What follows belongs to an exercise in optimizing a design on an open flow for small area, a short achievable clock period and few clock cycles per item; a production flow would make more cautious choices. The RTL was checked by simulation tests, not by an equivalence proof against the original design. Power and IR drop assume default switching activity.

==> flow/design.v (excerpt) <==
module scr_search(clk,rst,start,R_fixed,angle1,adder,error,X,Y,done);
input clk; input rst; input start; input [13:0] R_fixed; input [13:0] angle1; input [3:0] adder; input [4:0] error;
output [3:0] X; output [3:0] Y; output reg done;
wire [6:0] trH = R_fixed[13:7];
wire [2:0] trhH = trH[6:4];
wire trhh_1 = trhH[2:0] >= 3'd1;
wire trhh_2 = trhH[2:0] >= 3'd2;
wire [3:0] trhL = trH[3:0];
wire [1:0] trhlH = trhL[3:2];
wire trhlh_1 = trhlH[1:0] >= 2'd1;
wire trhlh_2 = trhlH[1:0] >= 2'd2;
wire trhlh_3 = trhlH[1:0] >= 2'd3;
wire [1:0] trhlL = trhL[1:0];
wire trhll_1 = trhlL[1:0] >= 2'd1;
wire trhll_2 = trhlL[1:0] >= 2'd2;
wire trhll_3 = trhlL[1:0] >= 2'd3;
wire trhl_1 = trhlh_1 | (1'b1 & trhll_1);
wire trhl_2 = trhlh_1 | (1'b1 & trhll_2);
wire trhl_3 = trhlh_1 | (1'b1 & trhll_3);
wire trhl_4 = trhlh_1;
wire trhl_5 = trhlh_2 | (trhlh_1 & trhll_1);
wire trhl_6 = trhlh_2 | (trhlh_1 & trhll_2);
wire trhl_7 = trhlh_2 | (trhlh_1 & trhll_3);
wire trhl_8 = trhlh_2;
wire trhl_9 = trhlh_3 | (trhlh_2 & trhll_1);
wire trhl_10 = trhlh_3 | (trhlh_2 & trhll_2);
wire trhl_11 = trhlh_3 | (trhlh_2 & trhll_3);
wire trhl_12 = trhlh_3;
wire trhl_13 = 1'b0 | (trhlh_3 & trhll_1);
wire trhl_14 = 1'b0 | (trhlh_3 & trhll_2);
wire trhl_15 = 1'b0 | (trhlh_3 & trhll_3);
wire trh_1 = trhh_1 | (1'b1 & trhl_1);
wire trh_2 = trhh_1 | (1'b1 & trhl_2);
wire trh_3 = trhh_1 | (1'b1 & trhl_3);
wire trh_4 = trhh_1 | (1'b1 & trhl_4);
wire trh_5 = trhh_1 | (1'b1 & trhl_5);
wire trh_6 = trhh_1 | (1'b1 & trhl_6);
wire trh_7 = trhh_1 | (1'b1 & trhl_7);
wire trh_8 = trhh_1 | (1'b1 & trhl_8);
wire trh_9 = trhh_1 | (1'b1 & trhl_9);
wire trh_10 = trhh_1 | (1'b1 & trhl_10);
  ...
export LEC_CHECK = 0
export ABC_AREA = 1
export CAP_MARGIN = 20
export CORE_MARGIN = 2
export CORE_UTILIZATION = 15
export PLACE_DENSITY = 0.3
export SETUP_SLACK_MARGIN = 5
export SLEW_MARGIN = 20
create_clock -name core_clock -period 12.0 [get_ports {clk}]
standard.sh (not shown) runs the stock make flow with config.mk's settings and CLKGATE_MAP_FILE= SYNTH_SCRIPT=/design/flow/synth_recipe.tcl, a recipe that flattens the netlist after the stock synthesis.
==> flow/flow/run.sh <==
#!/bin/bash
set -euo pipefail
export BUFFER_PORTS_ARGS="-buffer_cell sky130_fd_sc_hd__buf_2"
sed 's/SETUP_SLACK_MARGIN=[0-9.]*/SETUP_SLACK_MARGIN=5.5/' standard.sh > standard_m.sh
grep -q 'SETUP_SLACK_MARGIN=5.5' standard_m.sh
bash standard_m.sh > standard_flow.log 2>&1
Testbench counts at the start, summed over its fixed seeds: cycles 384, queries 384.
Rerun with:
Settings changed: ABC_AREA 1 to not set.
Outcome:
- sequential power shrinks by about 2%
- total power is lower by about 9%
- setup slack got worse by 0.16 ns
- critical path depth went down by 7
- core utilization increases by 0.59 points
- design area fell by 2.3%
- cell count falls by about 24%
- sequential cell count stays the same
- non-clock buffer count climbs by 69
- wire length climbs by about 3.4%
- synthesized area came out lower by 6.0%
Rerun with:
Settings changed: CTS_BUF_LIST set to sky130_fd_sc_hd__clkbuf_4 sky130_fd_sc_hd__clkbuf_8, CTS_CLUSTER_DIAMETER set to 150, CTS_CLUSTER_SIZE set to 30.
=>
- The changed run completed with no timing, DRC or antenna violations
- clock-buffer cell count does not change
- non-clock buffer count falls by 5
- sequential cell count does not change
- die area is unchanged
- total power falls by a few percent
- synthesized area stays the same
- wire length barely changes
- utilization drops by 0.18 points
- synthesized cell count is unchanged
Rerun with:
Settings changed: CORE_UTILIZATION 15 to 25, CTS_BUF_LIST sky130_fd_sc_hd__clkbuf_4 sky130_fd_sc_hd__clkbuf_8 to not set, CTS_CLUSTER_DIAMETER 150 to not set, CTS_CLUSTER_SIZE 30 to not set, PLACE_DENSITY 0.3 to 0.45.
=> The changed run finished clean; setup slack gets better by 0.022 ns; cell count fell by about a fifth; non-clock buffer count rose by 3; hold slack degrades by 0.017 ns; total power came out higher by a little under a tenth; first-iteration DRC count went up by about a fifth; clock skew drops by 0.0036 ns.

-- what the ideal ports hide --
The results above use ideal ports. As a check the final layouts listed here were re-extracted and re-timed, cells and wires unchanged.
Step 1: set_driving_cell puts a clkbuf_16 on clk and a buf_2 on each other input, an assumption about the parent block.
Step 2 moves the port delays by t, midway between the first and last clock arrival at a register: inputs arrive t later, outputs are due t later. That takes back most of the time a late clock gives input paths.
a / b / c = no drivers / after step 1 / after step 2; a / b = the first two.
run | shift t [ns] | setup WS [ns] | worst hold slack (ns)
the first run | 0.401 | 5.610 / 5.638 / 5.238 | 0.472 / 0.472 / 0.472
the second run | 0.408 | 5.455 / 5.485 / 5.077 | 0.487 / 0.487 / 0.487
the third run | 0.443 | 5.388 / 5.413 / 4.971 | 0.490 / 0.490 / 0.490
the fourth run | 0.396 | 5.410 / 5.437 / 5.041 | 0.473 / 0.473 / 0.473
After both steps every run listed still meets setup and hold. The setup slack of the third run, which loses most, moves by +0.025 ns with the drivers and by -0.417 ns with both steps.
